From an optimization exercise on the open Yosys and OpenROAD flow, aimed at a short achievable clock period and few clock cycles; shortcuts taken in it are not production practice.
Function was checked by simulation only, so behaviour that the tests miss may differ from the original.
The clock port is modelled as an ideal driver; clocking choices that lean on that would not hold on a real chip.
Power is estimated from default activity; no workload was simulated.

### design/flow/config.mk
export PLATFORM = sky130hd
export DESIGN_NAME = cpu
export DESIGN_NICKNAME = cpu
export VERILOG_FILES = /design/flow/design.v
export SDC_FILE = /design/flow/constraint.sdc
export NUM_CORES = 4
export LEC_CHECK = 0
export CAP_MARGIN = 20
export CORE_MARGIN = 2
export CORE_UTILIZATION = 40
export SETUP_SLACK_MARGIN = 4.0
export SLEW_MARGIN = 20
export TNS_END_PERCENT = 100
### design/flow/constraint.sdc
create_clock -name core_clock -period 6.5 [get_ports {clk}]
set_input_delay 1.3000 -clock core_clock [delete_from_list [all_inputs] [get_ports {clk}]]
set_output_delay 1.3000 -clock core_clock [all_outputs]
set_load 0.01 [all_outputs]
### design/flow/design.v
module cpu(
    input clk,
    input nrst,
    output halt,
    output bit1_cp2,
    output bit2_cp3,
    output [2:0] io_address,
    output [7:0] dataout,
    input skip_flag,
    input clearacc,
    input [7:0] datain,
    output [11:0] address,
    output [11:0] write_data,
    output write_enable,
    output mem_load,
    input [11:0] read_data,
    input mem_ready
);
reg s_fetch;    
reg s_ptr;      
reg s_oprd;     
reg s_write;    
reg s_iotf;     
reg s_halt;
reg p_none;
reg p_and;
reg p_tad;
reg p_clr;      
reg [11:0] pc;
reg [11:0] ir;
reg [11:0] ac;
reg l;
reg [11:0] md;
reg sk;
reg [11:0] addr_r;
reg [11:0] wd_r;
reg w_ac;
reg we_r;
reg ml_r;
reg [2:0] io_r;
assign address = addr_r;
assign write_data = w_ac ? ac : wd_r;
assign write_enable = we_r;
assign mem_load = ml_r;
assign halt = s_halt;
assign io_address = io_r;
assign dataout = ac[7:0];
assign bit1_cp2 = ir[1];
assign bit2_cp3 = ir[2];
wire cla = ir[7], cll = ir[6], cma = ir[5], cml = ir[4], iac = ir[0];
reg m_inc, m_neg, m_one;
wire [11:0] s1 = (ac & {12{~cla}}) ^ {12{cma}};
wire s1l = (l & ~cll) ^ cml;
wire [12:0] c;
assign c[0] = iac;
genvar gi;
generate
    for (gi = 1; gi <= 12; gi = gi + 1) begin : g_carry
        assign c[gi] = (m_inc & (&ac[gi-1:0])) | (m_neg & ~(|ac[gi-1:0])) | m_one;
    end
endgenerate
wire [12:0] s3 = {s1l, s1} ^ c;
reg q_none, q_rar, q_rtr, q_ral, q_rtl, q_bsw;
wire [12:0] g1 = ({13{q_none}} & s3)
               | ({13{q_rar}} & {s3[0], s3[12:1]})
               | ({13{q_rtr}} & {s3[1:0], s3[12:2]})
               | ({13{q_ral}} & {s3[11:0], s3[12]})
               | ({13{q_rtl}} & {s3[10:0], s3[12:11]})
               | ({13{q_bsw}} & {s3[12], s3[5:0], s3[11:6]});
wire [12:0] tad_sum = {l, ac} + {1'b0, md};
wire [11:0] ac_iot = clearacc ? {4'b0000, datain} : (ac | {4'b0000, datain});
wire [12:0] lac_v = ({13{p_none}} & {l, ac})
                  | ({13{p_and}} & {l, ac & md})
                  | ({13{p_tad}} & tad_sum)
                  | g1
                  | ({13{p_clr}} & {l, 12'd0})
                  | ({13{s_iotf}} & {l, ac_iot});
wire [11:0] ac_v = lac_v[11:0];
wire [11:0] pc1 = pc + 12'd1;
reg t_sma, t_sza, t_snl, t_inv;
reg t_iot;
wire g2skip = ((t_sma & ac[11]) | (t_sza & ~(|ac)) | (t_snl & l)) ^ t_inv;
wire squash = (t_iot & skip_flag) | g2skip;
wire fetchc = s_fetch | s_iotf;
wire [11:0] I = read_data;
wire [2:0] op = I[11:9];
wire [11:0] ea = {I[7] ? pc[11:7] : 5'b00000, I[6:0]};
wire take = fetchc & mem_ready & ~squash;
always @(posedge clk) begin
    if (!nrst) begin
        l <= 1'b0;
        ac <= 12'd0;
    end else
        {l, ac} <= lac_v;
end
always @(posedge clk) begin
    if (!nrst)
        ir <= 12'd0;
    else if (take)
        ir <= I;
end
always @(posedge clk) begin
    if (!nrst) begin
        q_none <= 1'b0;
        q_rar <= 1'b0;
        q_rtr <= 1'b0;
        q_ral <= 1'b0;
        q_rtl <= 1'b0;
        q_bsw <= 1'b0;
        m_inc <= 1'b0;
        m_neg <= 1'b0;
        m_one <= 1'b0;
    end else begin
        q_none <= n_g1 & ((I[3:1] == 3'b000) | (I[3:1] == 3'b110) | (I[3:1] == 3'b111));
        q_rar <= n_g1 & (I[3:1] == 3'b100);
        q_rtr <= n_g1 & (I[3:1] == 3'b101);
        q_ral <= n_g1 & (I[3:1] == 3'b010);
        q_rtl <= n_g1 & (I[3:1] == 3'b011);
        q_bsw <= n_g1 & (I[3:1] == 3'b001);
        m_inc <= I[0] & ~I[7] & ~I[5];
        m_neg <= I[0] & ~I[7] & I[5];
        m_one <= I[0] & I[7] & I[5];
    end
end
always @(posedge clk)
    if (s_oprd) begin
        md <= read_data;
        sk <= &read_data;
    end
always @(posedge clk) begin
    if (fetchc | s_ptr)
        wd_r <= pc1;
    else if (s_oprd)
        wd_r <= read_data + 12'd1;
end
always @(posedge clk) begin
    if (!nrst)
        io_r <= 3'd0;
    else if (take && op == 3'd6)
        io_r <= I[8:6];
    else
        io_r <= 3'd0;
end
always @(posedge clk) begin
    if (!nrst) begin
        addr_r <= 12'd0;
        pc <= 12'd0;
    end else if (fetchc) begin
        if (squash) begin
            addr_r <= pc1;
            pc <= pc1;
        end else if (mem_ready) begin
            addr_r <= (I[11] & I[10]) ? pc1 : ea;
            if (I[11] & I[10])
                pc <= pc1;
            else if (op == 3'd5 && !I[8])
                pc <= ea;
        end
    end else if (s_ptr) begin
        if (mem_ready) begin
            addr_r <= read_data;
            if (ir[11:9] == 3'd5)
                pc <= read_data;
        end
    end else if (s_oprd) begin
        if (mem_ready && !ir[10]) begin
            addr_r <= pc1;
            pc <= pc1;
        end
    end else if (s_write) begin
        if (mem_ready) begin
            if (ir[11]) begin
                addr_r <= addr_r + 12'd1;
                pc <= addr_r + 12'd1;
            end else if (ir[10:9] == 2'b10 && sk) begin
                addr_r <= pc + 12'd2;
                pc <= pc + 12'd2;
            end else begin
                addr_r <= pc1;
                pc <= pc1;
            end
        end
    end
end
reg n_fetch, n_ptr, n_oprd, n_write, n_iotf, n_halt;
reg n_and, n_tad, n_g1, n_clr, n_g2, n_dca;
always @* begin
    n_fetch = 1'b0; n_ptr = 1'b0; n_oprd = 1'b0; n_write = 1'b0; n_iotf = 1'b0; n_halt = 1'b0;
    n_and = 1'b0; n_tad = 1'b0; n_g1 = 1'b0; n_clr = 1'b0; n_g2 = 1'b0; n_dca = 1'b0;
    if (fetchc) begin
        if (!take)
            n_fetch = 1'b1;
        else case (op)
        3'd0, 3'd1, 3'd2: begin
            n_ptr = I[8];
            n_oprd = ~I[8];
        end
        3'd3: begin
            n_ptr = I[8];
            n_write = ~I[8];
            n_dca = ~I[8];
        end
        3'd4: begin
            n_ptr = I[8];
            n_write = ~I[8];
        end
        3'd5: begin
            n_ptr = I[8];
            n_fetch = ~I[8];
        end
        3'd6: begin
            n_iotf = (I[8:6] != 3'd0);
            n_fetch = (I[8:6] == 3'd0);
        end
        default: begin
            if (!I[8]) begin
                n_fetch = 1'b1;
                n_g1 = 1'b1;
            end else if (!I[0]) begin
                n_g2 = 1'b1;
                n_clr = I[7];
                n_halt = I[1];
                n_fetch = ~I[1];
            end else
                n_fetch = 1'b1;
        end
        endcase
    end else if (s_ptr) begin
        if (!mem_ready)
            n_ptr = 1'b1;
        else case (ir[11:9])
        3'd3: begin
            n_write = 1'b1;
            n_dca = 1'b1;
        end
        3'd4: n_write = 1'b1;
        3'd5: n_fetch = 1'b1;
        default: n_oprd = 1'b1;
        endcase
    end else if (s_oprd) begin
        if (!mem_ready)
            n_oprd = 1'b1;
        else if (ir[10])
            n_write = 1'b1;    
        else begin
            n_fetch = 1'b1;
            n_tad = ir[9];
            n_and = ~ir[9];
        end
    end else if (s_write) begin
        n_write = ~mem_ready;
        n_dca = ~mem_ready & w_ac;
        n_clr = mem_ready & w_ac;
        n_fetch = mem_ready;
    end else
        n_halt = 1'b1;
end
always @(posedge clk) begin
    if (!nrst) begin
        s_fetch <= 1'b1;
        s_ptr <= 1'b0;
        s_oprd <= 1'b0;
        s_write <= 1'b0;
        s_iotf <= 1'b0;
        s_halt <= 1'b0;
        p_none <= 1'b1;
        p_and <= 1'b0;
        p_tad <= 1'b0;
        p_clr <= 1'b0;
        t_sma <= 1'b0;
        t_sza <= 1'b0;
        t_snl <= 1'b0;
        t_inv <= 1'b0;
        t_iot <= 1'b0;
        we_r <= 1'b0;
        w_ac <= 1'b0;
        ml_r <= 1'b1;
    end else begin
        s_fetch <= n_fetch;
        s_ptr <= n_ptr;
        s_oprd <= n_oprd;
        s_write <= n_write;
        s_iotf <= n_iotf;
        s_halt <= n_halt;
        p_and <= n_and;
        p_tad <= n_tad;
        p_clr <= n_clr;
        t_sma <= n_g2 & I[6];
        t_sza <= n_g2 & I[5];
        t_snl <= n_g2 & I[4];
        t_inv <= n_g2 & I[3];
        t_iot <= n_iotf & I[0];
        p_none <= ~(n_and | n_tad | n_g1 | n_clr | n_iotf);
        we_r <= n_write;
        w_ac <= n_dca;
        ml_r <= ~n_halt;
    end
end
endmodule
### design/flow/run.sh
#!/bin/bash
# synth_recipe.tcl (not shown) runs the flow's synth.tcl, then flattens the netlist and writes it again
# the make line also repeats each setting of config.mk as NAME=value (left out here)
make -C /OpenROAD-flow-scripts/flow DESIGN_CONFIG=/design/flow/config.mk WORK_HOME=/design/flow/orfs CLKGATE_MAP_FILE= SYNTH_SCRIPT=/design/flow/synth_recipe.tcl finish
==> summary.txt, run 1 <==
Diodes inserted - 0
post-synthesis instance total - 823
class of the tightest hold or removal check - reg2reg
number of top-level design ports - 65
CTS HTree Levels - 3
CP delay by family, top - flip-flops
worst-margin pin slew - 0.801 ns
Vias/cell - 6.33
synthesized cell area - 6830 um2
Finished Cell Area - 8680 um2
number of filler cells placed in the layout - 1,572
drt first-iter violations - 752
reg-to-reg critical path startpoint - ac[0]
clock latency on the worst-skew pair - 0.36 ns
synth-to-layout area growth - 27.1%
clock-pin slew on the worst setup and hold paths - 0.08 ns
via count - 7,024
final setup skew - 0.0102 ns
TritonCTS Sinks - 101
number of flops mapped to enable cells by yosys - 25
minimum clock period - 2.63 ns
largest net degree at the start of global routing - 39
core region area - 16,600 um2
count of final setup violators - 0
startpoint of the worst setup timing path - w_ac
maximum resistive drop on vdd - 0.134 mV
number of placed cells counting well taps - 1,046
filler-free cell count of the finished design - 1,109
die height - 135 um
unique cell type count in the Yosys netlist - 72
DP Area - 7580 um2
number of antenna violations at the first check in global routing - 0
critical-path cell list - buf_12 > mux2_4 > buf_6
standby leakage power - 3.32 nW
share of async-settable or async-resettable flops after synthesis - 0%
cell row count - 47
Setup CP Type - reg2out
endpoint of the worst register-to-register path - ac[10]
Final Max Tran Viols - 0
antenna viol nets, final - 0
clock buffer depth - 2
maximum fanout along the worst path - 7
critical path data required time - 5.20 ns
type of destination of the critical path - output port
final critical-path share of the clock period - 40.5%
total of warnings raised by yosys - 1
grt ovf - 0
number of buffer and inverter stages on the critical path - 2
TritonCTS clock tree - done
vias in the first global route - 6,703
Worst slew margin - 46.5%
dominant synthesized flop cell - sky130_fd_sc_hd__dfxtp_1
GRT Resource Usage Total - 28.0%
logic depth of the worst register-to-register path - 8
number of flip-flops and latches in the synthesized netlist - 101
Detailed Route WL - 25,300 um
final core area utilization - 52.1%
DR pass1 iterations - 6
slowest cell delay on critical path - 0.38 ns
post-synthesis average cell area - 8.30 um2
highest clock frequency the design can meet - 380 MHz
effective utilization at floorplan - 41.0%
placer's final routability congestion estimate - 0.923
count of cell instances traversed by the critical path - 3
power density over the cells - 196 nW/um2
number of nets in the layout - 927
post-detail-place hpwl - 17,200 um
worst setup path endpoint - write_data[10]
Critical Path Slowest Stage Cell - sky130_fd_sc_hd__dfxtp_4
unrepaired setup endpoints after global routing - true
first-pass GRT wire length - 38,900 um
setup slack of the worst register-to-register path - 3.97 ns
run status - finished clean
master cell of the clock root buffer - sky130_fd_sc_hd__clkbuf_16
nets in the synthesized netlist - 866
Post-route DRC - 0
number of buffers inserted during clock tree synthesis - 9
die width - 135 um
layout cell share with drive strength beyond 1 - 22.6%
overall power - 1.70 mW
routed length per placed instance - 22.8 um
Hold Fails Final Rpt - 0
Maximum Capacitance Violations - 0
Critical Path Source Type - flip-flop
number of buffers inserted by port buffering - 64
Fin Setup TNS - 0 ns
proportion of synthesized chip area in sequential cells - 33.3%
total die area - 18,100 um2
worst endpoint data arrival time - 1.33 ns
-- layout by cell type (no fill, tap or decap), types with 13 or more instances in the layout --
cell type | Yosys | final
sky130_fd_sc_hd__o21ai_0 | 40 | 37
sky130_fd_sc_hd__dfxtp_1 | 76 | 54
sky130_fd_sc_hd__and3_1 | 14 | 13
sky130_fd_sc_hd__nand3_1 | 35 | 30
sky130_fd_sc_hd__xnor2_1 | 50 | 44
sky130_fd_sc_hd__buf_6 | 0 | 17
sky130_fd_sc_hd__mux2i_1 | 13 | 13
sky130_fd_sc_hd__xor2_1 | 17 | 17
sky130_fd_sc_hd__inv_1 | 18 | 14
sky130_fd_sc_hd__a222oi_1 | 13 | 13
sky130_fd_sc_hd__nor3_1 | 27 | 22
sky130_fd_sc_hd__buf_4 | 8 | 43
sky130_fd_sc_hd__a22oi_1 | 18 | 18
sky130_fd_sc_hd__nand2_1 | 76 | 73
sky130_fd_sc_hd__a31oi_1 | 13 | 13
sky130_fd_sc_hd__a21oi_1 | 56 | 49
sky130_fd_sc_hd__ha_1 | 17 | 14
sky130_fd_sc_hd__dlygate4sd2_1 | 0 | 31
sky130_fd_sc_hd__edfxtp_1 | 25 | 25
sky130_fd_sc_hd__nor2_1 | 60 | 56
-- stage by stage --
stage               setup slack, ns  hold WS (ns)
floorplan                      3.89         0.458
global placement               2.71         0.485
detailed placement             2.61         0.496
CTS                            3.82         0.509
global route                   3.85         0.549
finish                         3.87         0.499
-- layout make-up --
type / count / area (um2) / area share (%)
sequential: 101 / 2330 / 26.8
timing repair buffer: 116 / 1060 / 12.3
tap: 220 / 275 / 3.17
multi-input combinational: 637 / 4630 / 53.4
clock buffer: 10 / 250 / 2.88
clock inverter: 6 / 52.6 / 0.606
inverter: 19 / 76.3 / 0.880
-- power by group --
| part | internal [mW] | switching, mW | leakage, nW |
|---|---|---|---|
| registers | 0.685 | 0.0533 | 0.878 |
| clock network | 0.289 | 0.261 | 0.149 |
| logic | 0.181 | 0.229 | 2.29 |
-- logic make-up after synthesis --
logic type	after synthesis	synth area share (%)
muxes	26	4.05
DFF	101	33.3
xor gates and xnor gates	67	8.59
buffers and inverters	87	5.37
adders and majority gates	18	3.41
AOI/OAI and AO/OA	235	23.8
and+or+nand+nor	289	21.5
-- state kept, by name, indices dropped and copies added (netlist names), 3 cells and up --
signal,flops
io_r,3
addr_r,12
ac,12
md,12
ir,10
wd_r,12
pc,12
-- worst reg2reg max path, cell delays in order, from the launching register on --
cell	delay (ns)
sky130_fd_sc_hd__dfxtp_4	0.36
sky130_fd_sc_hd__buf_4	0.17
sky130_fd_sc_hd__or3b_2	0.50
sky130_fd_sc_hd__nor3_1	0.31
sky130_fd_sc_hd__a221oi_1	0.21
sky130_fd_sc_hd__xnor2_2	0.42
sky130_fd_sc_hd__a22oi_1	0.12
sky130_fd_sc_hd__and3_1	0.23
sky130_fd_sc_hd__a21oi_1	0.14
-- worst min-delay path by stage --
stage                     startpoint         end  depth (start not counted)
final                          ir[2]       ir[2]                          2
after global routing      addr_r[11]  addr_r[11]                          2
after CTS                      ir[2]       ir[2]                          2
after detailed placement       ir[2]       ir[2]                          2
after global placement         ir[6]       ir[6]                          2
after floorplan                ir[9]       p_and                          1
-- layer usage --
layer / track usage, % / share of wire [%] / routed length (um) / up-vias
met4: 12.3 / 3.7 / 924 / 0
met1: 37.5 / 41 / 10400 / 3369
met2: 43.4 / 46 / 11600 / 401
li1: - / - / - / 3188
met3: 6.16 / 9.5 / 2400 / 66
met5: 0 / 0 / 0 / -
-- Yosys cell counts (all sizes together) (14+ instances only) --
cell type / number / area share (%)
a221oi: 17 / 2.4
ha: 17 / 3.1
and3: 14 / 1.3
dfxtp: 76 / 22
edfxtp: 25 / 11
a21oi: 56 / 4.1
nor3: 28 / 2.1
buf: 17 / 1.5
nor2: 60 / 3.3
xnor2: 50 / 6.4
a22oi: 18 / 2.0
inv: 18 / 0.99
clkbuf: 51 / 2.8
nand3: 35 / 2.6
nand2: 76 / 4.2
o21ai: 41 / 3.0
xor2: 17 / 2.2
-- what timing repair did --
action                                  CTS  global route
endpoints found under the hold margin     0             0
setup buffers                            34            10
cloned                                    3             0
hold buffers                              0             0
pin swaps                                17            25
endpoints found under the setup margin  123            61
gates resized for setup                 229            62
Testbench counts, summed over its fixed seeds: cycles 135,783.
==> run 2, diff against run 1 <==
==> design/flow/config.mk (replaced) <==
export PLATFORM = sky130hd
export DESIGN_NAME = cpu
export DESIGN_NICKNAME = cpu
export VERILOG_FILES = /design/flow/design.v
export SDC_FILE = /design/flow/constraint.sdc
export NUM_CORES = 4
export LEC_CHECK = 0
export CAP_MARGIN = 60
export CORE_MARGIN = 2
export CORE_UTILIZATION = 40
export SETUP_SLACK_MARGIN = 4.0
export SLEW_MARGIN = 60
export TNS_END_PERCENT = 100
==> run 2 against run 1 <==
Effect of this change:
- clock skew is 0.0011 ns lower
- global-route usage is 0.42 points lower
- non-clock buffer count is 4 higher
- register-to-register slack better by 0.06 ns
- design area is 1.6% higher
==> summary.txt, run 2 <==
run status - finished clean
Final Max Tran Viols - 0 (unchanged)
largest net degree at the start of global routing - 39 (unchanged)
TritonCTS clock tree - done
critical path data required time - 5.20 ns (about the same)
commonest cells after routing, fill and taps aside - sky130_fd_sc_hd__nand2_1 (70), sky130_fd_sc_hd__nor2_1 (56), sky130_fd_sc_hd__dfxtp_1 (51), sky130_fd_sc_hd__a21oi_1 (47), sky130_fd_sc_hd__buf_4 (45)
CTS HTree Levels - 3 (unchanged)
core region area - 16,600 um2 (unchanged)
synth-to-layout area growth - 29.1%
maximum fanout along the worst path - 7 (unchanged)
share of Yosys cell area claimed by the top area cell type - 22.3% (unchanged)
Critical Path Slowest Stage Cell - sky130_fd_sc_hd__dfxtp_4
master cell of the clock root buffer - sky130_fd_sc_hd__clkbuf_16
number of buffer and inverter stages on the critical path - 3 (+1)
final critical-path share of the clock period - 41.6% (+1.1 points)
area occupied by multi-input gates - 4760 um2 (+2.7%)
total die area - 18,100 um2 (unchanged)
Final WS setup - 3.80 ns (-0.0705 ns)
number of filler cells placed in the layout - 1,585 (+0.83%)
cell row count - 47 (unchanged)
Detailed Route WL - 25,300 um (about the same)
Diodes inserted - 0 (unchanged)
power density over the cells - 193 nW/um2 (-1.3%)
dominant synthesized flop cell - sky130_fd_sc_hd__dfxtp_1
drt first-iter violations - 779 (+3.6%)
Worst slew margin - 57.6% (+11 points)
number of antenna violations at the first check in global routing - 0 (unchanged)
filler-free cell count of the finished design - 1,112 (+0.27%)
Post-route DRC - 0 (unchanged)
Hold Fails Final Rpt - 0 (unchanged)
first-pass GRT wire length - 38,400 um (-1.3%)
combinational group share of total power - 25.1% (+1.0 points)
highest clock frequency the design can meet - 370 MHz (-2.6%)
worst-margin pin slew - 0.635 ns (-0.166 ns)
dominant cells by area after synthesis - sky130_fd_sc_hd__dfxtp_1 (22%), sky130_fd_sc_hd__edfxtp_1 (11%), sky130_fd_sc_hd__xnor2_1 (6.4%)
number of buffers inserted by port buffering - 64 (unchanged)
internal power summed over all cells - 1.15 mW (-0.78%)
Critical Path Source Type - flip-flop
number of flip-flops and latches in the synthesized netlist - 101 (unchanged)
unique cell type count in the Yosys netlist - 72 (unchanged)
post-synthesis average cell area - 8.30 um2 (unchanged)
placer's final routability congestion estimate - 0.923 (unchanged)
nets in the synthesized netlist - 866 (unchanged)
clock share of power - 31.5% (-0.9 points)
net load switching power - 0.556 mW (+2.3%)
type of destination of the critical path - output port
storage element area - 2330 um2 (+0.16%)
layout cell share with drive strength beyond 1 - 24.9% (+2.3 points)
clock latency on the worst-skew pair - 0.36 ns (about the same)
number of placed cells counting well taps - 1,048 (+0.19%)
class of the tightest hold or removal check - reg2reg
TritonCTS Sinks - 101 (unchanged)
die width - 135 um (unchanged)
Post-CTS Hold Buffers - 0 (unchanged)
count of final setup violators - 0 (unchanged)
routed length per placed instance - 22.7 um (-0.18%)
number of flops mapped to enable cells by yosys - 25 (unchanged)
Worst Hold Depth - 2 (unchanged)
standby leakage power - 3.39 nW (+2.2%)
number of nets in the layout - 930 (+0.32%)
vias in the first global route - 6,529 (-2.6%)
logic depth of the worst register-to-register path - 9 (+1)
switch share - 32.7% (+0.67 points)
share of async-settable or async-resettable flops after synthesis - 0% (unchanged)
effective utilization at floorplan - 41.0% (unchanged)
grt ovf - 0 (unchanged)
cell type with the highest aggregate area in the netlist - sky130_fd_sc_hd__dfxtp_1
CP delay by family, top - buffers and inverters
most common library cell in the layout ignoring fill and taps - sky130_fd_sc_hd__nand2_1
total of warnings raised by yosys - 1 (unchanged)
final core area utilization - 53.0% (+0.83 points)
via count - 6,995 (-0.41%)
die height - 135 um (unchanged)
DR pass1 iterations - 6 (unchanged)
Setup Slack @ Placement - 2.66 ns (+0.0443 ns)
clock-pin slew on the worst setup and hold paths - 0.08 ns (about the same)
critical-path cell list - buf_12 > buf_6 > mux2_4 > buf_6
GRT Resource Usage Total - 27.6% (-0.42 points)
Vias/cell - 6.29 (-0.68%)
Fin Setup TNS - 0 ns (unchanged)
Setup CP Type - reg2out
number of buffers inserted during clock tree synthesis - 9 (unchanged)
post-detail-place hpwl - 17,400 um (+1.4%)
count of cell instances traversed by the critical path - 4 (+1)
final setup skew - 0.00907 ns (-0.00108 ns)
critical path's most frequent cell - sky130_fd_sc_hd__buf_6
number of top-level design ports - 65 (unchanged)
share of power burned in registers - 43.4% (about the same)
unrepaired setup endpoints after global routing - true
minimum hold slack - 0.505 ns (+0.00678 ns)
proportion of synthesized chip area in sequential cells - 33.3% (unchanged)
clock buffer depth - 2 (unchanged)
maximum resistive drop on vdd - 0.128 mV (-4.1%)
Maximum Capacitance Violations - 0 (unchanged)
post-synthesis instance total - 823 (unchanged)
worst endpoint data arrival time - 1.40 ns (+0.07 ns)
cell types with the highest counts after synthesis - sky130_fd_sc_hd__dfxtp_1 (76), sky130_fd_sc_hd__nand2_1 (76), sky130_fd_sc_hd__nor2_1 (60)
slowest cell delay on critical path - 0.37 ns (about the same)
antenna viol nets, final - 0 (unchanged)
minimum clock period - 2.70 ns (+0.0705 ns)
synthesized cell area - 6830 um2 (unchanged)
run 2: kinds of logic after synthesis:
family,count (synthesis),synth area share (%)
xor gates and xnor gates,67,8.59
buffers and inverters,87,5.37
adders and majority gates,18,3.41
AOI/OAI and AO/OA,235,23.8
and+or+nand+nor,289,21.5
DFF,101,33.3
muxes,26,4.05
run 2: worst paths after layout:
kind	startpoint	endpoint	slack, ns
max reg2reg	ac[6]	t_iot	4.03
max	w_ac	write_data[0]	3.80
min reg2reg	ir[2]	ir[2]	0.51
min	ir[2]	ir[2]	0.51
run 2: metrics by stage:
step	instance area, um2	power, mW
2_1_floorplan	6950	0.954
5_1_grt	8810	1.77
4_1_cts	8370	1.66
6_report	8810	1.70
3_5_place_dp	7660	1.11
3_3_place_gp	7580	1.10
run 2: timing repair:
action,in CTS,in global routing
setup buffers,31,14
resized for setup,227,69
endpoints found under the setup margin,123,62
cloned,2,0
pin swaps,17,21
run 2: power groups by stage:
stage	Sequential, mW	Clock (mW)	Combinational [mW]
3_3_place_gp	0.753	0	0.348
3_5_place_dp	0.754	0	0.357
6_report	0.739	0.536	0.427
4_1_cts	0.736	0.543	0.384
5_1_grt	0.744	0.569	0.456
2_1_floorplan	0.727	0	0.227
run 2: area by class of cell:
type	count	area share [%]
timing repair buffer	120	12.4
tap	220	3.12
multi-input combinational	636	54.0
inverter	19	0.866
clock buffer	9	2.56
clock inverter	7	0.696
sequential	101	26.4
run 2: metal layers:
layer / GRT usage, % / routed length [um] / up-vias
met5: 0 / 0 / -
met3: 4.02 / 1790 / 52
met4: 8.13 / 710 / 0
li1: - / - / 3197
met1: 38.9 / 11200 / 3403
met2: 43.9 / 11600 / 343
run 2: tightest hold or removal path, delay by kind of cell (launching register included):
| kind | cells | cell delay (ns) |
|---|---|---|
| flops | 1 | 0.33 |
| mux | 1 | 0.07 |
| simple gates | 1 | 0.08 |
==> run 3, diff against run 2 <==
==> design/flow/flow/run.sh (new file) <==
#!/bin/bash
# Layout: the standard synthesis and layout, with two resizer settings
# changed: ports get a plain buf_6 instead of the smallest buffer (a slow
# delay cell in this library), and the resizer may swap cells across
# footprints (the platform's default ties each cell to its own footprint).
set -euo pipefail
bash standard.sh synth > synth.log 2>&1
bash standard.sh MATCH_CELL_FOOTPRINT=0 "BUFFER_PORTS_ARGS=-buffer_cell sky130_fd_sc_hd__buf_6" finish > layout.log 2>&1
==> design/flow/standard.sh (new file) <==
#!/bin/bash
# synth_recipe.tcl (not shown) runs the flow's synth.tcl, then flattens the netlist and writes it again
# the make line also repeats each setting of config.mk as NAME=value (left out here)
make -C /OpenROAD-flow-scripts/flow DESIGN_CONFIG=/design/flow/config.mk WORK_HOME=/design/flow/orfs CLKGATE_MAP_FILE= SYNTH_SCRIPT=/design/flow/synth_recipe.tcl "${@:-finish}"
==> design/flow/config.mk (replaced) <==
export PLATFORM = sky130hd
export DESIGN_NAME = cpu
export DESIGN_NICKNAME = cpu
export VERILOG_FILES = /design/flow/design.v
export SDC_FILE = /design/flow/constraint.sdc
export NUM_CORES = 4
export LEC_CHECK = 0
export CAP_MARGIN = 20
export CORE_MARGIN = 2
export CORE_UTILIZATION = 40
export SETUP_SLACK_MARGIN = 4.0
export SLEW_MARGIN = 20
export TNS_END_PERCENT = 100
removed: design/flow/run.sh
==> run 3 against run 2 <==
Effect of this change:
- design area is 2.7% lower
- largest cell class unchanged
- cell count is 2.2% lower
- clock skew is 0.0066 ns higher
- critical path type unchanged
==> summary.txt, run 3 <==
run status - finished clean
Post-Synth XOR/XNOR Area - 8.59% (unchanged)
number of antenna violations at the first check in global routing - 0 (unchanged)
nets in the synthesized netlist - 866 (unchanged)
die height - 135 um (unchanged)
vias in the first global route - 6,393 (-2.1%)
post-detail-place hpwl - 16,900 um (-2.9%)
filler-free cell count of the finished design - 1,088 (-2.2%)
Hold Fails Final Rpt - 0 (unchanged)
post-synthesis average cell area - 8.30 um2 (unchanged)
grt ovf - 0 (unchanged)
number of buffers inserted during clock tree synthesis - 9 (unchanged)
synth-to-layout area growth - 25.5%
TritonCTS clock tree - done
setup slack of the worst register-to-register path - 4.01 ns (-0.02 ns)
share of synthesized cell area in and, or, nand and nor gates - 21.5% (unchanged)
reg-to-reg critical path startpoint - s_iotf
via count - 6,897 (-1.4%)
logic depth of the worst register-to-register path - 7 (-2)
cell row count - 47 (unchanged)
dominant cells by area after synthesis - sky130_fd_sc_hd__dfxtp_1 (22%), sky130_fd_sc_hd__edfxtp_1 (11%), sky130_fd_sc_hd__xnor2_1 (6.4%)
master cell of the clock root buffer - sky130_fd_sc_hd__clkbuf_16
total die area - 18,100 um2 (unchanged)
Vias/cell - 6.34 (+0.77%)
Final WS setup - 3.86 ns (+0.0618 ns)
maximum fanout along the worst path - 7 (unchanged)
total of warnings raised by yosys - 1 (unchanged)
final critical-path share of the clock period - 40.6% (-0.95 points)
Critical Path Source Type - flip-flop
overall power - 1.72 mW (+0.93%)
Final Max Tran Viols - 0 (unchanged)
post-synthesis mux area share - 4.05% (unchanged)
Fin Setup TNS - 0 ns (unchanged)
commonest cells after routing, fill and taps aside - sky130_fd_sc_hd__nand2_1 (71), sky130_fd_sc_hd__dfxtp_1 (67), sky130_fd_sc_hd__buf_6 (62), sky130_fd_sc_hd__nor2_1 (58), sky130_fd_sc_hd__a21oi_1 (49)
share of async-settable or async-resettable flops after synthesis - 0% (unchanged)
share of Yosys cell area claimed by the top area cell type - 22.3% (unchanged)
unique cell type count in the Yosys netlist - 72 (unchanged)
Worst slew margin - 45.1% (-12 points)
number of nets in the layout - 906 (-2.6%)
Diodes inserted - 0 (unchanged)
post-synthesis instance total - 823 (unchanged)
number of buffers inserted by port buffering - 64 (unchanged)
proportion of synthesized chip area in sequential cells - 33.3% (unchanged)
critical path data required time - 5.20 ns (about the same)
maximum resistive drop on vdd - 0.127 mV (-1.5%)
GRT Resource Usage Total - 26.4% (-1.2 points)
Setup Slack @ Placement - 2.85 ns (+0.198 ns)
minimum clock period - 2.64 ns (-0.0618 ns)
dominant synthesized flop cell - sky130_fd_sc_hd__dfxtp_1
core region area - 16,600 um2 (unchanged)
layout cell share with drive strength beyond 1 - 22.9% (-2.0 points)
Setup CP Type - reg2out
highest clock frequency the design can meet - 379 MHz (+2.3%)
antenna viol nets, final - 0 (unchanged)
Post-route DRC - 0 (unchanged)
Detailed Route WL - 24,900 um (-1.6%)
die width - 135 um (unchanged)
arithmetic-cell share of the synthesized area counting full adders, half adders and majority gates - 3.41% (unchanged)
clock latency on the worst-skew pair - 0.37 ns (about the same)
unrepaired setup endpoints after global routing - true
placer's final routability congestion estimate - 0.922 (about the same)
cell type with the highest aggregate area in the netlist - sky130_fd_sc_hd__dfxtp_1
standby leakage power - 3.16 nW (-6.9%)
largest net degree at the start of global routing - 40 (+2.6%)
effective utilization at floorplan - 41.0% (unchanged)
synthesized cell area - 6830 um2 (unchanged)
drt first-iter violations - 823 (+5.6%)
first-pass GRT wire length - 36,900 um (-3.8%)
worst-margin pin slew - 0.818 ns (+0.183 ns)
number of flops mapped to enable cells by yosys - 25 (unchanged)
CTS HTree Levels - 3 (unchanged)
Post-CTS Hold Buffers - 0 (unchanged)
TritonCTS Sinks - 101 (unchanged)
clock buffer depth - 2 (unchanged)
class of the tightest hold or removal check - reg2reg
number of top-level design ports - 65 (unchanged)
final core area utilization - 51.5% (-1.5 points)
Hold Crit Endpoint - ir[6]
number of flip-flops and latches in the synthesized netlist - 101 (unchanged)
worst endpoint data arrival time - 1.34 ns (-0.06 ns)
Worst Hold Depth - 2 (unchanged)
Compound-Gate Fraction of Synth Area - 23.8% (unchanged)
final setup skew - 0.0156 ns (+0.00656 ns)
most common library cell in the layout ignoring fill and taps - sky130_fd_sc_hd__nand2_1
clock-pin slew on the worst setup and hold paths - 0.08 ns (about the same)
cell types with the highest counts after synthesis - sky130_fd_sc_hd__dfxtp_1 (76), sky130_fd_sc_hd__nand2_1 (76), sky130_fd_sc_hd__nor2_1 (60)
DR pass1 iterations - 8 (+2)
endpoint of the worst register-to-register path - s_halt
type of destination of the critical path - output port
power density over the cells - 200 nW/um2 (+3.8%)
number of placed cells counting well taps - 1,043 (-0.48%)
main combinational cell family by area after synthesis - compound AO/OA/AOI/OAI gates
routed length per placed instance - 22.9 um (+0.54%)
Maximum Capacitance Violations - 0 (unchanged)
startpoint of the lowest-slack hold path - ir[6]
count of final setup violators - 0 (unchanged)
[run 3: cell counts after synthesis]
No cell type changed its count.
[run 3: worst max-delay path: stages, from the launching register on]
cell and delay (ns):
sky130_fd_sc_hd__dfxtp_4 0.38, sky130_fd_sc_hd__buf_12 0.14, sky130_fd_sc_hd__mux2_4 0.32, sky130_fd_sc_hd__buf_6 0.12
[run 3: report_power, final]
group          switching [mW]  internal (mW)  total (mW)
sequential             0.0526          0.686       0.738
clock                   0.276          0.282       0.558
combinational           0.234          0.188       0.423
total                   0.563           1.16        1.72
[run 3: worst max-delay path by stage]
| stage | startpoint | endpoint | slack [ns] | depth (start not counted) |
|---|---|---|---|---|
| final | w_ac | write_data[10] | 3.86 | 3 |
| after global routing | w_ac | write_data[10] | 3.84 | 3 |
| after CTS | w_ac | write_data[10] | 3.81 | 3 |
| after floorplan | read_data[11] | pc[9] | 3.92 | 7 |
| after global placement | skip_flag | pc[11] | 2.99 | 8 |
| after detailed placement | skip_flag | pc[11] | 2.85 | 8 |
[run 3: logic make-up (layout without fill, tap and decap cells)]
logic type,Yosys count,count (layout)
muxes,26,26
buffers and inverters,87,130
xor gates and xnor gates,67,67
adders and majority gates,18,18
AOI/OAI and AO/OA,235,236
DFF,101,101
and+or+nand+nor,289,290
[run 3: routing by layer]
metal / up-vias / part of all wire [%] / track usage [%]
li1: 3148 / - / -
met1: 3290 / 42 / 35.1
met2: 412 / 47 / 41.7
met3: 47 / 8.6 / 6.49
met4: 0 / 2.5 / 9.53
met5: - / 0 / 0
[run 3: stage by stage]
| step | hold slack (ns) | instance area (um2) |
|---|---|---|
| CTS | 0.513 | 8150 |
| global route | 0.547 | 8570 |
| floorplan | 0.458 | 6940 |
| detailed placement | 0.495 | 7640 |
| global placement | 0.481 | 7640 |
| finish | 0.513 | 8570 |
[run 3: repair_timing]
item	in CTS	in global routing
setup endpoints to repair	84	49
endpoints found under the hold margin	0	0
cloned	2	2
setup buffers	10	15
pin swaps	5	23
gates resized for setup	28	58
[run 3: cell type report]
type	instances	area, um2
clock buffer	10	239
timing repair inverter	1	5.00
clock inverter	6	62.6
sequential	101	2290
tap	220	275
fill	1546	8070
multi-input combinational	637	4610
inverter	19	85.1
timing repair buffer	94	1010
==> run 4, diff against run 3 <==
--- a/design/flow/design.v
+++ b/design/flow/design.v
@@ -39,7 +39,7 @@
 reg ml_r;
 reg [2:0] io_r;
 assign address = addr_r;
-assign write_data = w_ac ? ac : wd_r;
+assign write_data = ({12{w_ac}} & ac) | wd_r;
 assign write_enable = we_r;
 assign mem_load = ml_r;
 assign halt = s_halt;
@@ -128,8 +128,10 @@
         sk <= &read_data;
     end
 always @(posedge clk) begin
-    if (fetchc | s_ptr)
-        wd_r <= pc1;
+    if (fetchc)
+        wd_r <= I[11] ? pc1 : 12'd0;
+    else if (s_ptr)
+        wd_r <= ir[11] ? pc1 : 12'd0;
     else if (s_oprd)
         wd_r <= read_data + 12'd1;
 end
==> run 4 against run 3 <==
Effect of this change:
- synthesized area is essentially flat
- design area decreased by 5.9%
- still clean
- register-to-register slack about the same
- largest cell class unchanged
- critical endpoint is now write_data[0]
- maximum frequency rose by 5.9%
- highest routed layer unchanged
- clock power shrank 1%
- power decreased by 4.7%
==> summary.txt, run 4 <==
run status - finished clean
number of buffers inserted by port buffering - 64 (unchanged)
cell types with the highest counts after synthesis - sky130_fd_sc_hd__nand2_1 (82), sky130_fd_sc_hd__dfxtp_1 (76), sky130_fd_sc_hd__nor2_1 (60)
routed length per placed instance - 22.0 um (-3.6%)
proportion of synthesized chip area in sequential cells - 33.3% (about the same)
total of warnings raised by yosys - 1 (unchanged)
final setup skew - 0.00898 ns (-0.00665 ns)
maximum resistive drop on vdd - 0.134 mV (+6.2%)
largest net degree at the start of global routing - 36 (-10%)
post-synthesis average cell area - 8.26 um2 (-0.47%)
Final Max Tran Viols - 0 (unchanged)
critical-path cell list - buf_4 > a21o_1 > buf_6
number of filler cells placed in the layout - 1,630 (+5.4%)
total die area - 18,100 um2 (about the same)
Fin Setup TNS - 0 ns (unchanged)
TritonCTS Sinks - 101 (unchanged)
standby leakage power - 3.01 nW (-4.6%)
final core area utilization - 48.5% (-3.0 points)
critical path data required time - 5.20 ns (about the same)
Maximum Capacitance Violations - 0 (unchanged)
clock buffer depth - 2 (unchanged)
most common library cell in the layout ignoring fill and taps - sky130_fd_sc_hd__nand2_1
power density over the cells - 203 nW/um2 (+1.2%)
Post-route DRC - 0 (unchanged)
number of buffers inserted during clock tree synthesis - 9 (unchanged)
effective utilization at floorplan - 41.0% (about the same)
number of top-level design ports - 65 (unchanged)
Detailed Route WL - 23,500 um (-5.5%)
clock-pin slew on the worst setup and hold paths - 0.07 ns (about the same)
antenna viol nets, final - 0 (unchanged)
number of placed cells counting well taps - 1,044 (+0.096%)
drt first-iter violations - 803 (-2.4%)
Worst slew margin - 45.0% (-0.063 points)
grt ovf - 0 (unchanged)
number of flip-flops and latches in the synthesized netlist - 101 (unchanged)
core region area - 16,600 um2 (unchanged)
layout cell share with drive strength beyond 1 - 18.4% (-4.5 points)
placer's final routability congestion estimate - 0.951 (+3.2%)
CTS HTree Levels - 3 (unchanged)
nets in the synthesized netlist - 870 (+0.46%)
unrepaired setup endpoints after global routing - true
Critical Path Slowest Stage Cell - sky130_fd_sc_hd__dfxtp_4
Diodes inserted - 0 (unchanged)
synth-to-layout area growth - 18.1%
TritonCTS clock tree - done
class of the tightest hold or removal check - reg2reg
post-synthesis instance total - 827 (+0.49%)
Setup CP Type - reg2out
highest clock frequency the design can meet - 401 MHz (+5.9%)
filler-free cell count of the finished design - 1,067 (-1.9%)
share of async-settable or async-resettable flops after synthesis - 0% (unchanged)
dominant cells by area after synthesis - sky130_fd_sc_hd__dfxtp_1 (22%), sky130_fd_sc_hd__edfxtp_1 (11%), sky130_fd_sc_hd__xnor2_1 (6.2%)
synthesized cell area - 6830 um2 (about the same)
number of nets in the layout - 885 (-2.3%)
global routing usage on met1 - 33.4% (-1.7 points)
final critical-path share of the clock period - 38.4% (-2.3 points)
number of flops mapped to enable cells by yosys - 25 (unchanged)
cell row count - 47 (unchanged)
minimum clock period - 2.49 ns (-0.148 ns)
number of antenna violations at the first check in global routing - 0 (unchanged)
global routing usage on met3 - 3.15% (-3.3 points)
master cell of the clock root buffer - sky130_fd_sc_hd__clkbuf_16
unique cell type count in the Yosys netlist - 75 (+4.2%)
M2 GR Usage - 44.0% (+2.3 points)
vias in the first global route - 6,263 (-2.0%)
area occupied by multi-input gates - 4320 um2 (-6.2%)
count of final setup violators - 0 (unchanged)
Top Usage Layer GRT - met2
GRT Resource Usage Total - 26.0% (-0.40 points)
maximum fanout along the worst path - 9 (+2)
type of destination of the critical path - output port
slowest cell delay on critical path - 0.37 ns (about the same)
most common cell in the netlist - sky130_fd_sc_hd__nand2_1
worst endpoint data arrival time - 1.19 ns (-0.15 ns)
post-detail-place hpwl - 16,800 um (-0.48%)
die width - 135 um (about the same)
die height - 135 um (about the same)
Critical Path Source Type - flip-flop
worst-margin pin slew - 0.819 ns (+0.000940 ns)
dominant synthesized flop cell - sky130_fd_sc_hd__dfxtp_1
storage element area - 2300 um2 (+0.33%)
Hold Fails Final Rpt - 0 (unchanged)
cell type with the highest aggregate area in the netlist - sky130_fd_sc_hd__dfxtp_1
share of Yosys cell area claimed by the top area cell type - 22.3% (about the same)
clock latency on the worst-skew pair - 0.36 ns (about the same)
commonest cells after routing, fill and taps aside - sky130_fd_sc_hd__nand2_1 (80), sky130_fd_sc_hd__buf_6 (65), sky130_fd_sc_hd__dfxtp_1 (61), sky130_fd_sc_hd__nor2_1 (56), sky130_fd_sc_hd__o21ai_0 (45)
DR pass1 iterations - 5 (-3)
first-pass GRT wire length - 36,200 um (-1.9%)
via count - 6,641 (-3.7%)
Vias/cell - 6.22 (-1.8%)
-- run 4: report_power, final --
part	total [mW]	internal (mW)	switching, mW
Sequential	0.732	0.682	0.0502
Clock	0.551	0.299	0.252
Combinational	0.354	0.152	0.202
-- run 4: cells by family after synthesis --
logic type,share of synthesized area [%]
and+or+nand+nor,20.4
xor gates and xnor gates,8.72
AOI/OAI and AO/OA,25.4
muxes,2.53
buffers and inverters,6.25
DFF,33.3
adders and majority gates,3.41
-- run 4: what timing repair did --
item / in CTS / in global routing
resized for setup: 32 / 28
hold buffers: 0 / 0
endpoints found under the hold margin: 0 / 0
buffers inserted: 1 / 5
pin swaps: 1 / 6
gates cloned: 1 / 0
setup endpoints to repair: 66 / 44
-- run 4: metal layers --
layer	part of all wire [%]	vias up
li1	-	3083
met1	42	3169
met2	49	330
met3	6.0	59
met4	3.3	0
met5	0	-
-- run 4: worst max-delay path: cells and delay by family, from the launching register on --
family / cells / cell delay, ns
buf+inv: 2 / 0.29
flops: 1 / 0.37
compound gates: 1 / 0.18
-- run 4: worst paths after layout --
| kind | from | end | slack, ns | cells past startpoint |
|---|---|---|---|---|
| hold / removal | ir[6] | ir[6] | 0.50 | 2 |
| hold reg to reg | ir[6] | ir[6] | 0.50 | 2 |
| setup reg to reg | ac[7] | addr_r[6] | 4.02 | 7 |
| setup / recovery | ac[0] | write_data[0] | 4.01 | 3 |
-- run 4: per-stage QoR --
step           total power, mW  worst slack [ns]  instance area, um2  hold WS, ns
2_1_floorplan            0.936              3.99                6850        0.451
3_3_place_gp              1.08              3.41                7520        0.469
3_5_place_dp              1.08              3.27                7520        0.484
4_1_cts                   1.63              3.94                7930        0.501
5_1_grt                   1.70              3.95                8070        0.545
6_report                  1.64              4.01                8070        0.497
-- run 4: layout make-up --
cell class                      instances  share of cell area (%)
Tap cell                              220                    3.41
Clock inverter                          6                   0.760
Timing Repair Buffer                   73                    9.78
Sequential cell                       101                    28.5
Inverter                               24                    1.16
Clock buffer                           10                    2.84
Multi-Input combinational cell        633                    53.5
Testbench counts of run 4, summed over its fixed seeds: cycles 135,783.
==> run 5, diff against run 4 <==
--- a/design/flow/design.v
+++ b/design/flow/design.v
@@ -77,6 +77,7 @@
                   | ({13{s_iotf}} & {l, ac_iot});
 wire [11:0] ac_v = lac_v[11:0];
 wire [11:0] pc1 = pc + 12'd1;
+wire [11:0] a1 = addr_r + 12'd1;
 reg t_sma, t_sza, t_snl, t_inv;
 reg t_iot;
 wire g2skip = ((t_sma & ac[11]) | (t_sza & ~(|ac)) | (t_snl & l)) ^ t_inv;
@@ -84,7 +85,7 @@
 wire fetchc = s_fetch | s_iotf;
 wire [11:0] I = read_data;
 wire [2:0] op = I[11:9];
-wire [11:0] ea = {I[7] ? pc[11:7] : 5'b00000, I[6:0]};
+wire [11:0] ea = {I[7] ? addr_r[11:7] : 5'b00000, I[6:0]};
 wire take = fetchc & mem_ready & ~squash;
 always @(posedge clk) begin
     if (!nrst) begin
@@ -129,7 +130,7 @@
     end
 always @(posedge clk) begin
     if (fetchc)
-        wd_r <= I[11] ? pc1 : 12'd0;
+        wd_r <= I[11] ? a1 : 12'd0;
     else if (s_ptr)
         wd_r <= ir[11] ? pc1 : 12'd0;
     else if (s_oprd)
@@ -144,43 +145,33 @@
         io_r <= 3'd0;
 end
 always @(posedge clk) begin
+    if (!nrst)
+        pc <= 12'd0;
+    else if (fetchc)
+        pc <= addr_r;
+end
+always @(posedge clk) begin
     if (!nrst) begin
         addr_r <= 12'd0;
-        pc <= 12'd0;
     end else if (fetchc) begin
-        if (squash) begin
+        if (squash)
+            addr_r <= a1;
+        else if (mem_ready)
+            addr_r <= (I[11] & I[10]) ? a1 : ea;
+    end else if (s_ptr) begin
+        if (mem_ready)
+            addr_r <= read_data;
+    end else if (s_oprd) begin
+        if (mem_ready && !ir[10])
             addr_r <= pc1;
-            pc <= pc1;
-        end else if (mem_ready) begin
-            addr_r <= (I[11] & I[10]) ? pc1 : ea;
-            if (I[11] & I[10])
-                pc <= pc1;
-            else if (op == 3'd5 && !I[8])
-                pc <= ea;
-        end
-    end else if (s_ptr) begin
-        if (mem_ready) begin
-            addr_r <= read_data;
-            if (ir[11:9] == 3'd5)
-                pc <= read_data;
-        end
-    end else if (s_oprd) begin
-        if (mem_ready && !ir[10]) begin
-            addr_r <= pc1;
-            pc <= pc1;
-        end
     end else if (s_write) begin
         if (mem_ready) begin
-            if (ir[11]) begin
-                addr_r <= addr_r + 12'd1;
-                pc <= addr_r + 12'd1;
-            end else if (ir[10:9] == 2'b10 && sk) begin
-                addr_r <= pc + 12'd2;
-                pc <= pc + 12'd2;
-            end else begin
+            if (ir[11])
+                addr_r <= a1;                 
+            else if (ir[10:9] == 2'b10 && sk)
+                addr_r <= pc + 12'd2;         
+            else
                 addr_r <= pc1;
-                pc <= pc1;
-            end
         end
     end
 end
==> run 5 against run 4 <==
Effect of this change:
- die area up 2.3%
- global-route usage down 0.26 points
- worst hold slack lost 0.026 ns
- cell count rose by 6.2%
- first-iteration DRC count is 0.12% lower
- via count increased by 4.5%
- register-to-register slack worse by 0.11 ns
==> summary.txt, run 5 <==
run status - finished clean
minimum clock period - 2.59 ns (+0.0995 ns)
dominant synthesized flop cell - sky130_fd_sc_hd__dfxtp_1
combinational group share of total power - 21.5% (about the same)
cell row count - 48 (+2.1%)
endpoint of the worst register-to-register path - addr_r[5]
number of filler cells placed in the layout - 1,701 (+4.4%)
clock buffer depth - 2 (unchanged)
routed length per placed instance - 20.9 um (-5.0%)
layout cell share with drive strength beyond 1 - 20.4% (+2.0 points)
number of buffers inserted during clock tree synthesis - 9 (unchanged)
worst endpoint data arrival time - 2.84 ns (+1.65 ns)
power density over the cells - 183 nW/um2 (-9.7%)
DR pass1 iterations - 7 (+2)
final core area utilization - 49.8% (+1.3 points)
critical path data required time - 6.75 ns (+1.55 ns)
startpoint of the lowest-slack hold path - ir[0]
most common library cell in the layout ignoring fill and taps - sky130_fd_sc_hd__nand2_1
master cell of the clock root buffer - sky130_fd_sc_hd__clkbuf_16
Critical Path Source Type - input port
CTS HTree Levels - 3 (unchanged)
unrepaired setup endpoints after global routing - true
number of nets in the layout - 946 (+6.9%)
share of async-settable or async-resettable flops after synthesis - 0% (unchanged)
final critical-path share of the clock period - 39.9% (+1.5 points)
final setup skew - 0.00542 ns (-0.00356 ns)
Fin Setup TNS - 0 ns (unchanged)
cell types with the highest counts after synthesis - sky130_fd_sc_hd__nand2_1 (110), sky130_fd_sc_hd__dfxtp_1 (76), sky130_fd_sc_hd__nor2_1 (61)
standby leakage power - 3.17 nW (+5.2%)
cell type with the highest aggregate area in the netlist - sky130_fd_sc_hd__dfxtp_1
proportion of synthesized chip area in sequential cells - 32.5% (-0.78 points)
Hold Fails Final Rpt - 0 (unchanged)
Hold Crit Endpoint - ir[0]
grt ovf - 0 (unchanged)
vias in the first global route - 6,283 (+0.32%)
clock-pin slew on the worst setup and hold paths - 0.07 ns (about the same)
worst-margin pin slew - 0.682 ns (-0.137 ns)
net load switching power - 0.480 mW (-4.7%)
Post-CTS Hold Buffers - 0 (unchanged)
startpoint of the worst setup timing path - skip_flag
die height - 136 um (+1.2%)
post-synthesis instance total - 869 (+5.1%)
first-pass GRT wire length - 36,500 um (+0.89%)
type of destination of the critical path - flip-flop
Finished Cell Area - 8550 um2 (+5.9%)
number of buffers inserted by port buffering - 64 (unchanged)
clock share of power - 32.6% (-1.1 points)
total die area - 18,600 um2 (+2.3%)
total of warnings raised by yosys - 1 (unchanged)
TritonCTS Sinks - 101 (unchanged)
Setup CP Type - in2reg
number of top-level design ports - 65 (unchanged)
Setup Slack @ Placement - 3.34 ns (+0.0711 ns)
Final WS setup - 3.91 ns (-0.0995 ns)
share of power burned in registers - 45.9% (+1.2 points)
drt first-iter violations - 802 (-0.12%)
Detailed Route WL - 23,700 um (+0.85%)
clock latency on the worst-skew pair - 0.35 ns (about the same)
via count - 6,940 (+4.5%)
synth-to-layout area growth - 22.2%
Worst Hold Depth - 2 (unchanged)
Diodes inserted - 0 (unchanged)
largest net degree at the start of global routing - 46 (+28%)
switch share - 30.7% (-0.13 points)
post-synthesis average cell area - 8.05 um2 (-2.5%)
Worst slew margin - 54.2% (+9.2 points)
placer's final routability congestion estimate - 0.917 (-3.6%)
class of the tightest hold or removal check - reg2reg
logic depth of the worst register-to-register path - 8 (+1)
area occupied by multi-input gates - 4540 um2 (+5.0%)
number of flip-flops and latches in the synthesized netlist - 101 (unchanged)
Post-route DRC - 0 (unchanged)
minimum hold slack - 0.472 ns (-0.0257 ns)
dominant cells by area after synthesis - sky130_fd_sc_hd__dfxtp_1 (22%), sky130_fd_sc_hd__edfxtp_1 (11%), sky130_fd_sc_hd__nand2_1 (5.9%)
GRT Resource Usage Total - 25.7% (-0.26 points)
reg-to-reg critical path startpoint - ac[1]
die width - 136 um (+1.2%)
setup slack of the worst register-to-register path - 3.91 ns (-0.11 ns)
number of antenna violations at the first check in global routing - 0 (unchanged)
post-detail-place hpwl - 16,600 um (-1.2%)
number of flops mapped to enable cells by yosys - 25 (unchanged)
internal power summed over all cells - 1.09 mW (-4.1%)
TritonCTS clock tree - done
synthesized cell area - 6990 um2 (+2.4%)
count of final setup violators - 0 (unchanged)
unique cell type count in the Yosys netlist - 79 (+5.3%)
nets in the synthesized netlist - 912 (+4.8%)
Maximum Capacitance Violations - 0 (unchanged)
most common cell in the netlist - sky130_fd_sc_hd__nand2_1
highest clock frequency the design can meet - 386 MHz (-3.8%)
commonest cells after routing, fill and taps aside - sky130_fd_sc_hd__nand2_1 (107), sky130_fd_sc_hd__dfxtp_1 (62), sky130_fd_sc_hd__buf_6 (60), sky130_fd_sc_hd__nor2_1 (57), sky130_fd_sc_hd__a21oi_1 (43)
maximum resistive drop on vdd - 0.137 mV (+2.1%)
effective utilization at floorplan - 40.7% (-0.32 points)
storage element area - 2300 um2 (+0.16%)
share of Yosys cell area claimed by the top area cell type - 21.8% (-0.52 points)
DP Area - 7730 um2 (+2.7%)
Vias/cell - 6.13 (-1.6%)
maximum fanout along the worst path - 3 (-6)
antenna viol nets, final - 0 (unchanged)
Final Max Tran Viols - 0 (unchanged)
core region area - 17,200 um2 (+3.2%)
## run 5: cell count changes in the layout (fill, tap and decap cells not counted), moves of 11 or more
cell / delta
sky130_fd_sc_hd__nand3_1: +20
sky130_fd_sc_hd__buf_4: +23
sky130_fd_sc_hd__o21ai_0: -13
sky130_fd_sc_hd__nor3_1: -11
sky130_fd_sc_hd__nand2_1: +27
## run 5: through the flow
| step | power [mW] | instances |
|---|---|---|
| 2_1_floorplan | 0.903 | 869 |
| 3_3_place_gp | 1.03 | 1087 |
| 3_5_place_dp | 1.03 | 1087 |
| 4_1_cts | 1.56 | 1121 |
| 5_1_grt | 1.63 | 1133 |
| 6_report | 1.57 | 1133 |
## run 5: timing repair
| item | 4_1_cts | 5_1_grt |
|---|---|---|
| endpoints found under the setup margin | 69 | 35 |
| buffers inserted | 18 | 12 |
| gates cloned | 0 | 0 |
| resized for setup | 44 | 38 |
| pin swaps | 10 | 10 |
## run 5: kinds of logic (layout without fill, tap and decap cells)
group,Yosys count,in the layout,share of synthesized area [%]
AND/OR/NAND/NOR,329,329,23.7
AO/OA/AOI/OAI,247,247,24.7
flip-flops,101,101,32.5
buffers and inverters,99,138,6.15
XOR/XNOR,68,68,8.52
adder cells (fa/ha/maj),18,18,3.33
multiplexers,7,7,1.04
## run 5: how the worst max path moves through the flow
| stage | to |
|---|---|
| floorplan | addr_r[5] |
| global placement | addr_r[5] |
| detailed placement | addr_r[5] |
| CTS | addr_r[5] |
| global route | addr_r[5] |
| finish | addr_r[5] |
## run 5: worst max-delay path, stage by stage
cell	delay, ns
sky130_fd_sc_hd__buf_6	0.09
sky130_fd_sc_hd__nand2_4	0.06
sky130_fd_sc_hd__o21ai_2	0.06
sky130_fd_sc_hd__or4_4	0.42
sky130_fd_sc_hd__and3_4	0.21
sky130_fd_sc_hd__or3_1	0.34
sky130_fd_sc_hd__o211a_1	0.12
sky130_fd_sc_hd__o221a_1	0.24
## run 5: cell type report
class	count	share of cell area (%)
Inverter	24	1.22
Sequential cell	101	27.0
Clock inverter	5	0.439
Tap cell	225	3.29
Clock buffer	11	2.72
Multi-Input combinational cell	669	53.1
Timing Repair Buffer	98	12.3
## run 5: routing by layer
metal	vias to the layer above	share of wire, %	wire [um]	GRT usage (%)
met3	60	8.2	1950	5.63
met2	311	45	10700	40.4
met5	-	0	0	0
met4	0	3.5	824	9.26
met1	3292	43	10200	34.7
li1	3277	-	-	-
## run 5: power by group through the flow
stage	logic [mW]	clock network (mW)	registers, mW
floorplan	0.191	0	0.712
global placement	0.299	0	0.733
detailed placement	0.299	0	0.734
CTS	0.318	0.522	0.718
global route	0.362	0.543	0.722
finish	0.336	0.511	0.719
Testbench counts of run 5, summed over its fixed seeds: cycles 135,783.
==> run 6, diff against run 5 <==
==> design/flow/flow/run.sh (replaced) <==
#!/bin/bash
# Layout: the standard synthesis and layout, with resizer settings
# changed: ports get a plain buf_6 instead of the smallest buffer (a slow
# delay cell in this library), the resizer may swap cells across footprints,
# and after CTS the resizer runs once more (flow/post_cts.tcl).
set -euo pipefail
bash standard.sh synth > synth.log 2>&1
bash standard.sh MATCH_CELL_FOOTPRINT=0 "BUFFER_PORTS_ARGS=-buffer_cell sky130_fd_sc_hd__buf_6" \
    "POST_CTS_TCL=$PWD/flow/post_cts.tcl" finish > layout.log 2>&1
==> design/flow/flow/post_cts.tcl (new file) <==
# Extra setup repair after CTS: the resizer again, with more passes and a
# tighter aim than the step's own run, then legal placement again.
puts "post_cts: extra setup repair"
estimate_parasitics -placement
repair_timing -setup -setup_margin 4.4 -repair_tns 100 -max_passes 5000 -verbose
detailed_placement
check_placement -verbose
estimate_parasitics -placement
report_worst_slack -max
==> run 6 against run 5 <==
Effect of this change:
- clock power about the same
- core utilization up 4.3 points
- flip-flop and latch count stayed put
- clock-buffer cell count stayed put
- die area is the same
- critical endpoint unchanged
- largest cell class unchanged
- largest power group unchanged
==> summary.txt, run 6 <==
count of final setup violators - 0 (unchanged)
maximum fanout along the worst path - 2 (-1)
layout cell share with drive strength beyond 1 - 30.5% (+10 points)
placer's final routability congestion estimate - 0.917 (unchanged)
largest net degree at the start of global routing - 46 (unchanged)
dominant cells by area after synthesis - sky130_fd_sc_hd__dfxtp_1 (22%), sky130_fd_sc_hd__edfxtp_1 (11%), sky130_fd_sc_hd__nand2_1 (5.9%)
synthesized cell area - 6990 um2 (unchanged)
number of nets in the layout - 983 (+3.9%)
TritonCTS clock tree - done
setup slack of the worst register-to-register path - 3.96 ns (+0.05 ns)
highest clock frequency the design can meet - 385 MHz (-0.22%)
vias in the first global route - 6,696 (+6.6%)
final critical-path share of the clock period - 40.0% (+0.090 points)
number of flops mapped to enable cells by yosys - 25 (unchanged)
cell types with the highest counts after synthesis - sky130_fd_sc_hd__nand2_1 (110), sky130_fd_sc_hd__dfxtp_1 (76), sky130_fd_sc_hd__nor2_1 (61)
unrepaired setup endpoints after global routing - true
core region area - 17,200 um2 (unchanged)
post-detail-place hpwl - 16,600 um (unchanged)
share of power burned in registers - 44.5% (-1.4 points)
Worst Hold Depth - 2 (unchanged)
Diodes inserted - 0 (unchanged)
type of destination of the critical path - flip-flop
switch share - 31.3% (+0.62 points)
Setup CP Type - in2reg
maximum resistive drop on vdd - 0.136 mV (-0.97%)
post-synthesis average cell area - 8.05 um2 (unchanged)
standby leakage power - 3.50 nW (+10%)
unique cell type count in the Yosys netlist - 79 (unchanged)
share of Yosys cell area claimed by the top area cell type - 21.8% (unchanged)
drt first-iter violations - 811 (+1.1%)
critical-path cell list - buf_6 > nand2_4 > o21ai_2 > or4_4 > and3_4 > or3_1 > o211a_1 > o221a_1
Critical Path Slowest Stage Cell - sky130_fd_sc_hd__or4_4
TritonCTS Sinks - 101 (unchanged)
worst endpoint data arrival time - 2.85 ns (about the same)
cell type with the highest aggregate area in the netlist - sky130_fd_sc_hd__dfxtp_1
DR pass1 iterations - 9 (+2)
commonest cells after routing, fill and taps aside - sky130_fd_sc_hd__nand2_1 (102), sky130_fd_sc_hd__buf_6 (73), sky130_fd_sc_hd__nor2_1 (57), sky130_fd_sc_hd__buf_4 (51), sky130_fd_sc_hd__dfxtp_1 (49)
minimum clock period - 2.60 ns (+0.00584 ns)
Maximum Capacitance Violations - 0 (unchanged)
final setup skew - 0.00589 ns (+0.000471 ns)
Post-route DRC - 0 (unchanged)
Fin Setup TNS - 0 ns (unchanged)
most common library cell in the layout ignoring fill and taps - sky130_fd_sc_hd__nand2_1
clock-pin slew on the worst setup and hold paths - 0.07 ns (about the same)
total of warnings raised by yosys - 1 (unchanged)
logic depth of the worst register-to-register path - 9 (+1)
number of antenna violations at the first check in global routing - 0 (unchanged)
dominant synthesized flop cell - sky130_fd_sc_hd__dfxtp_1
Final Max Tran Viols - 0 (unchanged)
antenna viol nets, final - 0 (unchanged)
die width - 136 um (unchanged)
clock share of power - 31.8% (-0.8 points)
class of the tightest hold or removal check - reg2reg
Critical Path Source Type - input port
effective utilization at floorplan - 40.7% (unchanged)
run status - finished clean
first-pass GRT wire length - 39,000 um (+6.6%)
via count - 7,236 (+4.3%)
combinational group share of total power - 23.7% (+2.2 points)
number of flip-flops and latches in the synthesized netlist - 101 (unchanged)
power density over the cells - 174 nW/um2 (-5.3%)
grt ovf - 0 (unchanged)
die height - 136 um (unchanged)
Worst slew margin - 49.9% (-4.4 points)
Hold Fails Final Rpt - 0 (unchanged)
share of async-settable or async-resettable flops after synthesis - 0% (unchanged)
routed length per placed instance - 21.8 um (+4.2%)
cell row count - 48 (unchanged)
clock latency on the worst-skew pair - 0.35 ns (about the same)
net load switching power - 0.505 mW (+5.1%)
internal power summed over all cells - 1.11 mW (+2.1%)
slowest cell delay on critical path - 0.43 ns (about the same)
most common cell in the netlist - sky130_fd_sc_hd__nand2_1
proportion of synthesized chip area in sequential cells - 32.5% (unchanged)
critical path data required time - 6.75 ns (about the same)
Detailed Route WL - 25,500 um (+7.6%)
final core area utilization - 54.1% (+4.3 points)
number of buffers inserted by port buffering - 64 (unchanged)
Vias/cell - 6.18 (+0.97%)
total die area - 18,600 um2 (unchanged)
synth-to-layout area growth - 32.9%
nets in the synthesized netlist - 912 (unchanged)
post-synthesis instance total - 869 (unchanged)
GRT Resource Usage Total - 27.6% (+1.8 points)
number of top-level design ports - 65 (unchanged)
worst-margin pin slew - 0.751 ns (+0.0692 ns)
[run 6: kinds of logic (layout without fill, tap and decap cells)]
group / after synthesis / in the layout / share of synthesized area (%)
adder cells (fa/ha/maj): 18 / 18 / 3.33
multiplexers: 7 / 7 / 1.04
XOR/XNOR: 68 / 68 / 8.52
AND/OR/NAND/NOR: 329 / 330 / 23.7
flip-flops: 101 / 101 / 32.5
buffers and inverters: 99 / 173 / 6.15
AO/OA/AOI/OAI: 247 / 248 / 24.7
[run 6: per-layer routing]
metal | vias to the layer above | GRT usage, % | share of wire, %
li1 | 3346 | - | -
met1 | 3453 | 36.0 | 43
met3 | 67 | 5.85 | 7.0
met4 | 0 | 11.1 | 3.7
met5 | - | 0 | 0
met2 | 370 | 44.3 | 47
[run 6: layout make-up]
cell class / instances / area (um2)
clock buffer: 11 / 233
clock inverter: 5 / 37.5
fill: 1593 / 7880
inverter: 24 / 109
multi-input combinational: 671 / 4910
sequential: 101 / 2340
tap: 225 / 282
timing repair buffer: 133 / 1390
[run 6: path summary, 6_finish.rpt]
| path | end | from |
|---|---|---|
| min | ir[1] | ir[1] |
| max reg2reg | addr_r[5] | ac[0] |
| min reg2reg | ir[1] | ir[1] |
| max | addr_r[5] | skip_flag |
[run 6: power by group through the flow]
stage	clock (mW)	sequential [mW]	combinational (mW)
after detailed placement	0	0.734	0.299
after global routing	0.545	0.721	0.406
after global placement	0	0.733	0.299
after floorplan	0	0.712	0.191
final	0.513	0.717	0.382
[run 6: through the flow]
step | setup slack [ns] | power, mW | hold slack (ns) | instance area (um2) | cells
finish | 3.90 | 1.61 | 0.463 | 9290 | 1170
floorplan | 3.46 | 0.903 | 0.434 | 7050 | 869
detailed placement | 3.34 | 1.03 | 0.462 | 7730 | 1087
global route | 3.88 | 1.67 | 0.489 | 9290 | 1170
global placement | 3.37 | 1.03 | 0.448 | 7730 | 1087
[run 6: critical path: cells and delay by family]
family          cells  cell delay (ns)
simple gates        4             1.01
compound gates      3             0.43
buf+inv             1             0.09

==> static timing again, ports no longer ideal <==
No port has a modelled driver above. Below, the same layouts with a new extraction and two added sets of constraints.
Step 1, drivers: a clkbuf_16 drives clk and a buf_2 each remaining input, both assumed.
Step 2, shift: input delay + t, output delay - t, t = (earliest + latest rising clock arrival at the registers) / 2. This alone moves slack from input paths to output paths.
Three values: no drivers, after step 1, after step 2; two values: the first two.
| run | t (ns) | setup WS [ns] | clock arrival spread, ns | worst data-port slew with drivers (ns) | pins driven straight from the clock port |
|---|---|---|---|---|---|
| run 1 | 0.401 | 3.868 / 3.821 / 3.610 | 0.010 / 0.010 | 0.04 | 1 |
| run 2 | 0.399 | 3.797 / 3.752 / 3.613 | 0.009 / 0.010 | 0.04 | 1 |
| run 3 | 0.402 | 3.859 / 3.815 / 3.532 | 0.015 / 0.015 | 0.11 | 1 |
| run 4 | 0.398 | 4.007 / 3.964 / 3.637 | 0.009 / 0.010 | 0.05 | 1 |
| run 5 | 0.399 | 3.907 / 3.911 / 3.514 | 0.006 / 0.006 | 0.06 | 1 |
| run 6 | 0.399 | 3.901 / 3.903 / 3.504 | 0.006 / 0.007 | 0.06 | 1 |
After both steps every run listed still meets setup and hold. The setup slack of run 6, which loses most, moves by +0.002 ns with the drivers and by -0.397 ns with both steps.
